Source: an optimization exercise on an open RTL-to-GDS flow (aim: small area and a short achievable clock period). Production flows keep margins and buffers that such runs may drop. Only simulation tests tie the RTL to the original design; equivalence was not proved. Power figures rest on the tool's default switching activity, not on a simulated workload.

## flow/design.v (module list and top-level ports; edited modules follow where they fit)
// module fa: 4 lines
// module han: 4 lines
// module ginv: 1 lines
// module gnand2: 1 lines
// module gnor2: 1 lines
// module gxor2: 1 lines
// module gxnor2: 1 lines
// module gaoi21: 1 lines
// module goai21: 1 lines
// module circuit: 2313 lines
module circuit (
  output [47:0] p,
  input  [17:0] a, b, d,
  input  [47:0] c,
  input  clk, rstn);
  // ...
==> flow/run.sh <==
#!/bin/bash
# synth_recipe.tcl (not shown) runs the flow's synth.tcl, then flattens the netlist and writes it again
# the make line also repeats each setting of config.mk as NAME=value (left out here)
make -C /OpenROAD-flow-scripts/flow DESIGN_CONFIG=/design/flow/config.mk WORK_HOME=/design/flow/orfs CLKGATE_MAP_FILE= SYNTH_SCRIPT=/design/flow/synth_recipe.tcl finish
==> flow/config.mk <==
export PLATFORM = sky130hd
export DESIGN_NAME = circuit
export DESIGN_NICKNAME = circuit
export VERILOG_FILES = /design/flow/design.v
export SDC_FILE = /design/flow/constraint.sdc
export NUM_CORES = 4
export LEC_CHECK = 0
export CAP_MARGIN = 20
export CORE_MARGIN = 2
export CORE_UTILIZATION = 40
export SLEW_MARGIN = 20
export SYNTH_HIERARCHICAL = 1
==> flow/constraint.sdc <==
create_clock -name core_clock -period 7.0 [get_ports {clk}]
set_input_delay 1.4000 -clock core_clock [delete_from_list [all_inputs] [get_ports {clk}]]
set_output_delay 1.4000 -clock core_clock [all_outputs]
set_load 0.01 [all_outputs]
==> run_results.csv, run 1 <==
group,metric,value,unit
layout,multi_input_area_share,49.4,%
synthesis,synth_xor_area_share,5.94,%
global_route,grt_pass1_vias,13100,
layout,regArea,6750,um2
layout,multiInputGateArea,10800,um2
layout,syn2layout_area_growth,17.8,%
clock_network,cts_root_buf,"clkbuf_16",
timing,setup_ws,3.53,ns
synthesis,netlist.area_leader.share,36.3,%
layout,multi_input_cells,1217,
synthesis,synth-compound-area-share,4.16,%
setup_path,max_stage_delay,1.04,ns
placement,port_buffers,151,
layout,clkCellAreaFrac,5.78,%
setup_path,cp_num_cells,5,
placement,placed_cell_area,20600,um2
drt,final_antenna_net_count,0,
placement,post-place-ws,3.20,ns
timing,worstMarginPinSlew,1.09,ns
global_route,antenna_found_initial,0,
synthesis,yosysWarnings,7,
synthesis,synthMuxAreaShare,0.485,%
clock_network,clkTransAtPathRegs,0.06,ns
setup_path,crit_path_frequent_cell,"fa_1",
drt,drcViolationCount,0,
layout,n_clock_buffer,52,
timing,holdWs,0.324,ns
job,drv_cap,0,
power,power_frac_clock,16.8,%
setup_path,cp-end-kind,"flip-flop",
timing,tns,0,ns
power,p_comb,6.88,mW
setup_path,worstSetupStartpointType,"flip-flop",
run_status,status,"no timing/DRC/antenna violations",
timing,hold_viol,0,
die,start_util,40.7,%
setup_path,worstPathCellList,"nand2_1 -> fa_1 -> fa_1 -> fa_1 -> fa_1",
synthesis,synth_top_area_cell,"dfxtp_1",
setup_path,crit_arrival,3.88,ns
synthesis,yosysMostFrequentCell,"nand2_1",
power,pg_seq,2.98,mW
setup_path,reg2reg_from,"s_r[12]$_DFF_P_",
die,tap_cells,600,
==> run 2, diff against run 1 <==
--- a/flow/config.mk
+++ b/flow/config.mk
@@ -8,5 +8,6 @@
 export CAP_MARGIN = 20
 export CORE_MARGIN = 2
 export CORE_UTILIZATION = 40
+export SETUP_SLACK_MARGIN = 4.4
 export SLEW_MARGIN = 20
 export SYNTH_HIERARCHICAL = 1
==> run_results.csv, run 2 <==
group,metric,value,unit
drt,vias,12900,
timing,finalMaxSlewViolations,0,
layout,stdcell_count,2719,
clock_network,cts_buffers,38,
clock_network,worstSkewPairLatency,0.54,ns
synthesis,synthCells,1811,
drt,route.met3.wl,3520,um
drt,routed_wl,45800,um
drt,routed-wl-met2,23000,um
layout,fin_nets,2521,
layout,most-common-layout-cells,"nand2_1 (425), dfxtp_1 (306), fa_1 (233), inv_1 (166), buf_4 (125)",
power,power_frac_clock,15.0,%
clock_network,cts_max_level,2,
die,fp.dieH,219,um
timing,setup_ws,4.17,ns
global_route,grt_max_degree,25,
synthesis,yosysWarnings,7,
clock_network,cts_root_buf,"clkbuf_16",
global_route,grt_pass1_wl,72400,um
synthesis,syn_area_per_cell,10.3,um2
setup_path,crit_required,7.42,ns
setup_path,reg2reg_slack,4.17,ns
drt,viasPerCell,4.76,
drt,drtIter0Drc,849,
power,power_frac_comb,63.1,%
layout,syn2layout_area_growth,30.4,%
placement,gp_congestion,0.825,
synthesis,synth_edf_count,0,
power,power.density,557,nW/um2
drt,dr.pass1.iters,6,
clock_network,cts_buffer_depth,3,
synthesis,synth-compound-area-share,4.16,%
drt,top_layer_used,"met4",
timing,relSlewSlack,52.2,%
timing,worstMarginPinSlew,0.717,ns
synthesis,synthArstFlopShare,0,%
drt,drcViolationCount,0,
power,switching_share,41.9,%
setup_path,cp-end-kind,"flip-flop",
global_route,grt_usage,19.7,%
global_route,antenna_found_initial,0,
setup_path,crit_arrival,3.25,ns
synthesis,yosysMostFrequentCell,"nand2_1",
placement,post-place-ws,3.61,ns
clock_network,clkSinkCount,337,
global_route,grt_pass1_vias,14000,
die,rows,78,
setup_path,worstSetupStartpointType,"flip-flop",
timing,period_needed,2.83,ns
timing,holdWs,0.325,ns
die,coreArea,45600,um2
power,switchingPower,5.64,mW
setup_path,critPathKind,"reg2reg",
setup_path,reg2reg_depth,8,
synthesis,synthDistinctLibCells,28,
synthesis,synthMuxAreaShare,0.485,%
timing,clock.fmax,353,MHz
timing,fin_crit_sh,40.4,%
synthesis,synthSimpleGateAreaFrac,13.4,%
layout,final_common_cell,"nand2_1",
synthesis,synth_xor_area_share,5.94,%
worst_hold_path,hp-class,"reg2reg",
drt,post_drt_wl_per_cell,16.8,um
setup_path,crit_path_start,"s_r[8]$_DFF_P_",
synthesis,netlist_area,18600,um2
placement,dp_hpwl,30600,um
power,intPower,7.83,mW
synthesis,synth-seq-cells,337,
job,drv_cap,0,
placement,port_buffers,151,
clock_network,cts_tree,"built",
drt,wirelength_met1,17200,um
timing,hold_viol,0,
synthesis,synth_top_family_by_area,"adder cells",
layout,largest_reg_flops,48,
die,ios,152,
global_route,gr-total-overflow,0,
clock_network,cts.hold.buffers_added,0,
timing,rsz0062_at_grt,"true",
clock_network,clkTransAtPathRegs,0.06,ns
setup_path,cp_max_fo,4,
setup_path,reg2reg_from,"s_r[8]$_DFF_P_",
layout,top_register,"p_r",
synthesis,synth_ff_type,"dfxtp_1",
power,ir_drop,0.510,mV
synthesis,synth_top_cells_by_area,"dfxtp_1 (36%), fa_1 (33%), nand2_1 (9.3%)",
power,p_total,13.5,mW
setup_path,crit_path_end,"t_r_14_3$_DFF_P_",
layout,drive_gt1_share,22.7,%
synthesis,synth_top_area_cell,"dfxtp_1",
placement,placed_cells,2496,
power,seqPwrFrac,21.9,%
power,p_leak,10.3,nW
synthesis,netlist.area_leader.share,36.3,%
timing,setup_viol_count_final,0,
synthesis,seq_area_frac_synth,36.3,%
die,die_w,219,um
synthesis,synthTopCellsByCount,"nand2_1 (460), dfxtp_1 (337), fa_1 (305)",
layout,antenna-diode-count,0,
setup_path,rr_endpoint,"t_r_14_3$_DFF_P_",
die,die_area,48200,um2
die,start_util,40.7,%
timing,tns,0,ns
layout,reg_top3,"p_r (48), cn_r (37), lr_r (20)",
drt,final_antenna_net_count,0,
timing,finalClockSkew,0.0129,ns
synthesis,synthAdderAreaFrac,34.2,%
run_status,status,"no timing/DRC/antenna violations",
run 2: cell counts after synthesis:
No cell type changed its count.
run 2: final cells by class:
type                            instances  area (um2)
Fill cell                            3909       21400
Multi-Input combinational cell       1217       11500
Sequential cell                       337        6840
Timing Repair Buffer                  326        3230
Clock buffer                           52        1100
Tap cell                              600         751
Inverter                              173         649
Clock inverter                         14         180
run 2: layer usage:
metal | track usage [%] | vias up
met5 | 0 | -
met4 | 8.90 | 0
met3 | 4.07 | 137
met2 | 34.4 | 489
met1 | 23.3 | 6335
li1 | - | 5979
run 2: kinds of logic after synthesis:
group	Yosys count
adders and majority gates	324
muxes	9
xor gates and xnor gates	126
other	1
buffers and inverters	258
DFF	337
AOI/OAI and AO/OA	121
and+or+nand+nor	635
run 2: worst min path at each step:
stage	startpoint	to	slack, ns	depth (start not counted)
2_1_floorplan	ch_r[0]$_DFF_P_	ch_r1[0]$_DFF_P_	0.31	0
5_1_grt	cn_r[0]$_DFF_P_	t_r_0_0$_DFF_P_	0.33	0
4_1_cts	ch_r1[0]$_DFF_P_	ch_r2[0]$_DFF_P_	0.32	0
3_5_place_dp	ch_r1[10]$_DFF_P_	ch_r2[10]$_DFF_P_	0.31	0
6_report	ch_r1[0]$_DFF_P_	ch_r2[0]$_DFF_P_	0.32	0
3_3_place_gp	ch_r1[2]$_DFF_P_	ch_r2[2]$_DFF_P_	0.31	0
run 2: worst max-delay path, stage by stage (launching register included):
cell and delay [ns]:
dfxtp_4 0.40, buf_6 0.15, buf_6 0.11, buf_12 0.10, nand2_4 0.04, fa_1 0.52
fa_2 0.44, fa_2 0.54, fa_2 0.42
run 2: per-module statistics from Yosys (local to each module, per instance):
module | cells | times used | cell area, um2
goai21 | 1 | 71 | 5.00
gxor2 | 1 | 83 | 8.76
circuit | 926 | 1 | 9310
gnand2 | 1 | 98 | 3.75
gxnor2 | 1 | 26 | 8.76
gaoi21 | 1 | 36 | 8.76
ginv | 1 | 62 | 3.75
gnor2 | 1 | 114 | 3.75
fa | 1 | 305 | 20.0
han | 5 | 18 | 27.5
run 2: power by group through the flow:
| stage | clock network, mW | logic [mW] | registers [mW] |
|---|---|---|---|
| after floorplan | 0 | 5.75 | 2.82 |
| after global placement | 0 | 6.83 | 3.03 |
| after detailed placement | 0 | 7.02 | 3.05 |
| after CTS | 2.08 | 7.84 | 2.94 |
| after global routing | 2.16 | 9.56 | 3.01 |
| final | 2.03 | 8.51 | 2.95 |
run 2: what timing repair did:
item | 4_1_cts | 5_1_grt
buffers inserted | 132 | 23
pin swaps | 79 | 90
cloned | 1 | 1
resized for setup | 227 | 126
setup endpoints to repair | 183 | 94
run 2: metrics by stage:
stage	utilization, %	instance area (um2)
4_1_cts	51.8	23600
3_5_place_dp	45.4	20700
5_1_grt	53.1	24200
2_1_floorplan	-	19200
6_report	53.1	24200
3_3_place_gp	45.4	20700
==> run 3, diff against run 2 <==
--- a/flow/config.mk
+++ b/flow/config.mk
@@ -8,6 +8,6 @@
 export CAP_MARGIN = 20
 export CORE_MARGIN = 2
 export CORE_UTILIZATION = 40
-export SETUP_SLACK_MARGIN = 4.4
+export SETUP_SLACK_MARGIN = 4.0
 export SLEW_MARGIN = 20
 export SYNTH_HIERARCHICAL = 1
==> run_results.csv, run 3 <==
group,metric,value,unit
run_status,status,"no timing/DRC/antenna violations",
die,coreArea,45600,um2
die,fp.dieH,219,um
power,power.density,546,nW/um2
worst_hold_path,hp-class,"reg2reg",
clock_network,cts_buffer_depth,3,
synthesis,synth_top_cells_by_area,"dfxtp_1 (36%), fa_1 (33%), nand2_1 (9.3%)",
synthesis,synthCells,1811,
drt,routed_wl,41500,um
synthesis,netlist.area_leader.share,36.3,%
drt,drtIter0Drc,586,
drt,dr.pass1.iters,7,
layout,fillCellCount,4167,
job,drv_cap,0,
synthesis,synthDistinctLibCells,28,
synthesis,synth_edf_count,0,
synthesis,netlist_area,18600,um2
synthesis,seq_area_frac_synth,36.3,%
layout,most-common-layout-cells,"nand2_1 (459), dfxtp_1 (320), fa_1 (305), inv_1 (173), clkdlybuf4s50_1 (151)",
timing,fin_crit_sh,41.7,%
timing,period_needed,2.92,ns
global_route,grt_pass1_vias,13400,
clock_network,clkTransAtPathRegs,0.06,ns
placement,port_buffers,151,
layout,multiInputGateArea,10800,um2
layout,fin_nets,2369,
placement,dp_hpwl,30000,um
layout,regArea,6810,um2
global_route,grt_usage,18.2,%
global_route,grt_pass1_wl,67900,um
layout,final_common_cell,"nand2_1",
layout,largest_reg_flops,48,
die,die_w,219,um
timing,finalMaxSlewViolations,0,
layout,syn2layout_area_growth,19.1,%
power,p_total,12.1,mW
timing,tns,0,ns
synthesis,synthArstFlopShare,0,%
global_route,gr-total-overflow,0,
drt,post_drt_wl_per_cell,16.1,um
timing,clock.fmax,342,MHz
drt,drcViolationCount,0,
setup_path,cp-end-kind,"flip-flop",
global_route,antenna_found_initial,1,
drt,viasPerCell,4.70,
placement,gp_congestion,0.794,
setup_path,crit_required,7.42,ns
timing,finalClockSkew,0.0136,ns
layout,drive_gt1_share,7.31,%
setup_path,worstSetupStartpointType,"flip-flop",
synthesis,synth_top_area_cell,"dfxtp_1",
synthesis,synthTopCellsByCount,"nand2_1 (460), dfxtp_1 (337), fa_1 (305)",
timing,hold_viol,0,
power,p_leak,9.07,nW
setup_path,crit_arrival,3.34,ns
drt,final_antenna_net_count,0,
clock_network,clkSinkCount,337,
synthesis,syn_area_per_cell,10.3,um2
clock_network,cts_buffers,40,
synthesis,synth_ff_type,"dfxtp_1",
timing,worstMarginPinSlew,0.737,ns
die,die_area,48200,um2
setup_path,cp_max_fo,18,
clock_network,worstSkewPairLatency,0.55,ns
timing,relSlewSlack,50.8,%
die,ios,152,
setup_path,critPathKind,"reg2reg",
synthesis,yosysWarnings,7,
synthesis,synth-seq-cells,337,
die,rows,78,
clock_network,cts_tree,"built",
clock_network,cts_max_level,2,
drt,vias,12100,
timing,rsz0062_at_grt,"true",
clock_network,cts.hold.buffers_added,0,
clock_network,cts_root_buf,"clkbuf_16",
timing,holdWs,0.321,ns
die,start_util,40.7,%
layout,reg_top3,"p_r (48), cn_r (37), lr_r (20)",
timing,setup_viol_count_final,0,
power,ir_drop,0.419,mV
global_route,grt_max_degree,25,
synthesis,yosysMostFrequentCell,"nand2_1",
layout,top_register,"p_r",
clock_network,postCtsSetupRepairBufs,0,
## run 3: cell counts after synthesis
No cell type changed its count.
## run 3: layout make-up
| class | instances | area share [%] |
|---|---|---|
| Antenna cell | 1 | 0.0113 |
| Timing Repair Buffer | 172 | 7.66 |
| Clock buffer | 62 | 5.63 |
| Clock inverter | 10 | 0.554 |
| Sequential cell | 337 | 30.8 |
| Tap cell | 600 | 3.39 |
| Inverter | 173 | 2.94 |
| Multi-Input combinational cell | 1217 | 49.0 |
## run 3: path summary, 6_finish.rpt
path	start	endpoint	slack, ns	depth (start not counted)
hold / removal	ch_r1[9]$_DFF_P_	ch_r2[9]$_DFF_P_	0.32	0
hold reg to reg	ch_r1[9]$_DFF_P_	ch_r2[9]$_DFF_P_	0.32	0
setup / recovery	s_r[18]$_DFF_P_	t_r_23_3$_DFF_P_	4.08	5
setup reg to reg	s_r[18]$_DFF_P_	t_r_23_3$_DFF_P_	4.08	5
## run 3: kinds of logic (layout without fill, tap and decap cells)
group | Yosys count | in the layout | synth area share (%)
other | 1 | 3 | 0.0202
xor gates and xnor gates | 126 | 126 | 5.94
adders and majority gates | 324 | 324 | 34.2
AOI/OAI and AO/OA | 121 | 121 | 4.16
muxes | 9 | 9 | 0.485
and+or+nand+nor | 635 | 635 | 13.4
buffers and inverters | 258 | 417 | 5.47
DFF | 337 | 337 | 36.3
## run 3: repair_timing
action / in CTS / in global routing
pin swaps: 0 / 0
setup endpoints to repair: 58 / 32
gates resized for setup: 26 / 21
## run 3: where the power goes
part	internal [mW]	switching [mW]	total [mW]
Combinational	3.08	3.94	7.01
Sequential	2.59	0.364	2.95
Clock	1.30	0.810	2.11
Total	6.97	5.11	12.1
## run 3: critical path, stage by stage (launching register included)
cell     delay [ns]
dfxtp_2        0.60
nand2_1        0.15
fa_1           0.60
fa_1           0.45
fa_1           0.49
fa_1           0.51
## run 3: routing by layer
metal  vias up  part of all wire [%]  track usage [%]
li1       5667                     -                -
met1      5918                    40             21.8
met2       386                    50             31.4
met3       114                   6.7             4.46
met4         0                   4.0             7.55
met5         -                     0                0
## run 3: Yosys stat by module, one instance, submodules excluded, a selection
module,flip-flops and latches,times used,area (um2)
circuit,337,1,9310
han,0,18,27.5
gxnor2,0,26,8.76
gaoi21,0,36,8.76
gnor2,0,114,3.75
ginv,0,62,3.75
gnand2,0,98,3.75
## run 3: per-stage QoR
step	worst slack [ns]	utilization [%]	instance area, um2	instances
floorplan	3.99	-	18600	1812
global placement	3.28	45.3	20600	2499
detailed placement	3.25	45.3	20600	2499
CTS	3.98	48.4	22000	2571
global route	3.98	48.5	22100	2572
finish	4.08	48.5	22100	2572
==> run 4, diff against run 3 <==
==> flow/flow/run.sh (new file) <==
#!/bin/bash
# Standard layout, with the port buffers made of buf_2 cells instead of the default delay buffer.
set -euo pipefail
export BUFFER_PORTS_ARGS="-buffer_cell sky130_fd_sc_hd__buf_2"
bash standard.sh > standard.log 2>&1
==> flow/standard.sh (new file) <==
#!/bin/bash
# synth_recipe.tcl (not shown) runs the flow's synth.tcl, then flattens the netlist and writes it again
# the make line also repeats each setting of config.mk as NAME=value (left out here)
make -C /OpenROAD-flow-scripts/flow DESIGN_CONFIG=/design/flow/config.mk WORK_HOME=/design/flow/orfs CLKGATE_MAP_FILE= SYNTH_SCRIPT=/design/flow/synth_recipe.tcl "${@:-finish}"
removed: flow/run.sh
==> run_results.csv, run 4 <==
group,metric,value,unit
timing,setup_ws,4.05,ns
placement,post-place-ws,3.65,ns
clock_network,cts_max_level,2,
setup_path,cp-end-kind,"flip-flop",
synthesis,yosysMostFrequentCell,"nand2_1",
clock_network,clkTransAtPathRegs,0.06,ns
synthesis,netlist.area_leader.share,36.3,%
layout,top_register,"p_r",
synthesis,seq_area_frac_synth,36.3,%
placement,gp_congestion,0.860,
timing,period_needed,2.95,ns
worst_hold_path,hp-class,"reg2reg",
timing,fin_crit_sh,42.1,%
synthesis,synth_edf_count,0,
global_route,grt_pass1_vias,13100,
drt,post_drt_wl_per_cell,16.3,um
timing,finalMaxSlewViolations,0,
timing,hold_viol,0,
setup_path,critPathKind,"reg2reg",
clock_network,worstSkewPairLatency,0.56,ns
global_route,grt_max_degree,25,
setup_path,crit_required,7.43,ns
worst_hold_path,min_from,"ch_r1[2]$_DFF_P_",
drt,final_antenna_net_count,0,
synthesis,synth_top_cells_by_area,"dfxtp_1 (36%), fa_1 (33%), nand2_1 (9.3%)",
timing,rsz0062_at_grt,"false",
placement,dp_hpwl,30400,um
layout,drive_gt1_share,14.7,%
setup_path,crit_arrival,3.38,ns
setup_path,worstSetupStartpointType,"flip-flop",
timing,relSlewSlack,41.9,%
clock_network,clkSinkCount,337,
synthesis,synth-seq-cells,337,
layout,fin_nets,2363,
clock_network,cts_tree,"built",
clock_network,cts_root_buf,"clkbuf_16",
drt,routed_wl,41700,um
layout,largest_reg_flops,48,
synthesis,yosysWarnings,7,
clock_network,cts_buffer_depth,3,
power,power.density,565,nW/um2
setup_path,reg2reg_slack,4.05,ns
global_route,grt_pass1_wl,67600,um
layout,antenna-diode-count,0,
setup_path,cp_max_fo,18,
die,die_area,48200,um2
setup_path,crit_path_end,"t_r_19_3$_DFF_P_",
setup_path,rr_endpoint,"t_r_19_3$_DFF_P_",
layout,reg_top3,"p_r (48), cn_r (37), lr_r (20)",
power,p_leak,9.11,nW
global_route,gr-total-overflow,0,
synthesis,synth_top_area_cell,"dfxtp_1",
timing,setup_viol_count_final,0,
run_status,status,"no timing/DRC/antenna violations",
layout,most-common-layout-cells,"nand2_1 (460), dfxtp_1 (315), fa_1 (305), inv_1 (173), buf_2 (151)",
synthesis,synthTopCellsByCount,"nand2_1 (460), dfxtp_1 (337), fa_1 (305)",
die,fp.dieH,219,um
drt,dr.pass1.iters,6,
timing,clock.fmax,339,MHz
clock_network,cts_buffers,40,
setup_path,reg2reg_depth,5,
synthesis,synthArstFlopShare,0,%
die,coreArea,45600,um2
drt,vias,12000,
global_route,antenna_found_initial,0,
global_route,grt_usage,18.3,%
placement,port_buffers,151,
layout,final_common_cell,"nand2_1",
setup_path,reg2reg_from,"s_r[11]$_DFF_P_",
timing,worstMarginPinSlew,0.866,ns
die,start_util,40.7,%
layout,syn2layout_area_growth,14.5,%
power,ir_drop,0.400,mV
job,drv_cap,0,
synthesis,synth_ff_type,"dfxtp_1",
drt,viasPerCell,4.68,
drt,drcViolationCount,0,
timing,finalClockSkew,0.0247,ns
timing,tns,0,ns
die,rows,78,
drt,drtIter0Drc,586,
die,die_w,219,um
setup_path,crit_path_start,"s_r[11]$_DFF_P_",
synthesis,syn_area_per_cell,10.3,um2
die,ios,152,
synthesis,synthDistinctLibCells,28,
synthesis,synthCells,1811,
synthesis,netlist_area,18600,um2
==> run 4: how the worst min path moves through the flow <==
| stage | to | slack [ns] | depth (start not counted) |
|---|---|---|---|
| final | ch_r2[2]$_DFF_P_ | 0.32 | 0 |
| after global routing | ch_r1[10]$_DFF_P_ | 0.33 | 0 |
| after CTS | ch_r1[5]$_DFF_P_ | 0.32 | 0 |
| after detailed placement | ch_r1[7]$_DFF_P_ | 0.31 | 0 |
| after global placement | ch_r1[9]$_DFF_P_ | 0.31 | 0 |
| after floorplan | ch_r1[0]$_DFF_P_ | 0.31 | 0 |
==> run 4: cell type report <==
type                       count  area [um2]
fill                        4175       24300
multi-input combinational   1217       10800
sequential                   337        6810
clock buffer                  55        1180
timing repair buffer         166         872
tap                          600         751
inverter                     173         649
clock inverter                12         159
==> run 4: timing repair <==
item,4_1_cts,5_1_grt
buffers inserted,0,0
pin swaps,0,1
resized for setup,24,18
setup endpoints to repair,53,21
hold buffers,0,0
==> run 4: Yosys stat by module (local to each module, per instance) <==
module,times used,cell area [um2]
gxor2,83,8.76
circuit,1,9310
gxnor2,26,8.76
fa,305,20.0
gnor2,114,3.75
goai21,71,5.00
ginv,62,3.75
han,18,27.5
gaoi21,36,8.76
gnand2,98,3.75
==> run 4: through the flow <==
step / instances / hold slack, ns / power (mW) / instance area [um2] / util, %
floorplan: 1812 / 0.310 / 8.43 / 18600 / -
global placement: 2493 / 0.310 / 9.74 / 19800 / 43.5
detailed placement: 2493 / 0.312 / 9.97 / 19800 / 43.5
CTS: 2560 / 0.324 / 12.2 / 21200 / 46.5
global route: 2560 / 0.328 / 13.3 / 21300 / 46.6
finish: 2560 / 0.324 / 12.0 / 21300 / 46.6
==> run 4: layer usage <==
layer | vias to the layer above | GRT usage (%) | part of all wire [%]
met5 | - | 0 | 0
met2 | 414 | 31.1 | 49
met4 | 0 | 9.21 | 5.0
met1 | 5797 | 21.9 | 40
met3 | 121 | 3.99 | 6.9
li1 | 5649 | - | -
==> run 4: power breakdown <==
part | internal, mW | switching [mW]
Combinational | 3.03 | 3.89
Sequential | 2.59 | 0.423
Clock | 1.28 | 0.800
Total | 6.91 | 5.11
==> run 4: worst max-delay path, cell delays in order, from the launching register on <==
cell     delay (ns)
dfxtp_2        0.64
nand2_1        0.17
fa_1           0.59
fa_1           0.46
fa_1           0.55
fa_1           0.42
==> run 4: cell families (layout without fill, tap and decap cells) <==
group | count (synthesis) | count (layout) | share of synthesized area, %
AOI/OAI and AO/OA | 121 | 121 | 4.16
xor gates and xnor gates | 126 | 126 | 5.94
adders and majority gates | 324 | 324 | 34.2
buffers and inverters | 258 | 406 | 5.47
DFF | 337 | 337 | 36.3
muxes | 9 | 9 | 0.485
other | 1 | 2 | 0.0202
and+or+nand+nor | 635 | 635 | 13.4

-- port drivers added, routing unchanged --
How much do the figures lean on ideal ports? The routed layouts below were timed once more, with nothing changed but the port constraints.
Step 1 sets driving cells, clkbuf_16 on the clock port and buf_2 on the other inputs (assumed; they add their load-dependent delay and slew).
Step 2 also shifts input and output timing later by t, the mid clock arrival at the registers, as if the neighbouring blocks saw the same clock.
a / b / c = no drivers / after step 1 / after step 2; a / b = the first two.
| run | shift t [ns] | setup WS [ns] | clock arrival spread, ns | pins driven straight from the clock port |
|---|---|---|---|---|
| run 1 | 0.595 | 3.528 / 3.528 / 3.171 | 0.025 / 0.025 | 1 |
| run 2 | 0.594 | 4.170 / 4.170 / 3.907 | 0.015 / 0.014 | 1 |
| run 3 | 0.602 | 4.079 / 4.079 / 3.662 | 0.016 / 0.016 | 1 |
| run 4 | 0.607 | 4.053 / 4.053 / 3.618 | 0.024 / 0.024 | 1 |
After both steps every run listed still meets setup and hold. The setup slack of run 4, which loses most, moves by 0.000 ns with the drivers and by -0.435 ns with both steps.
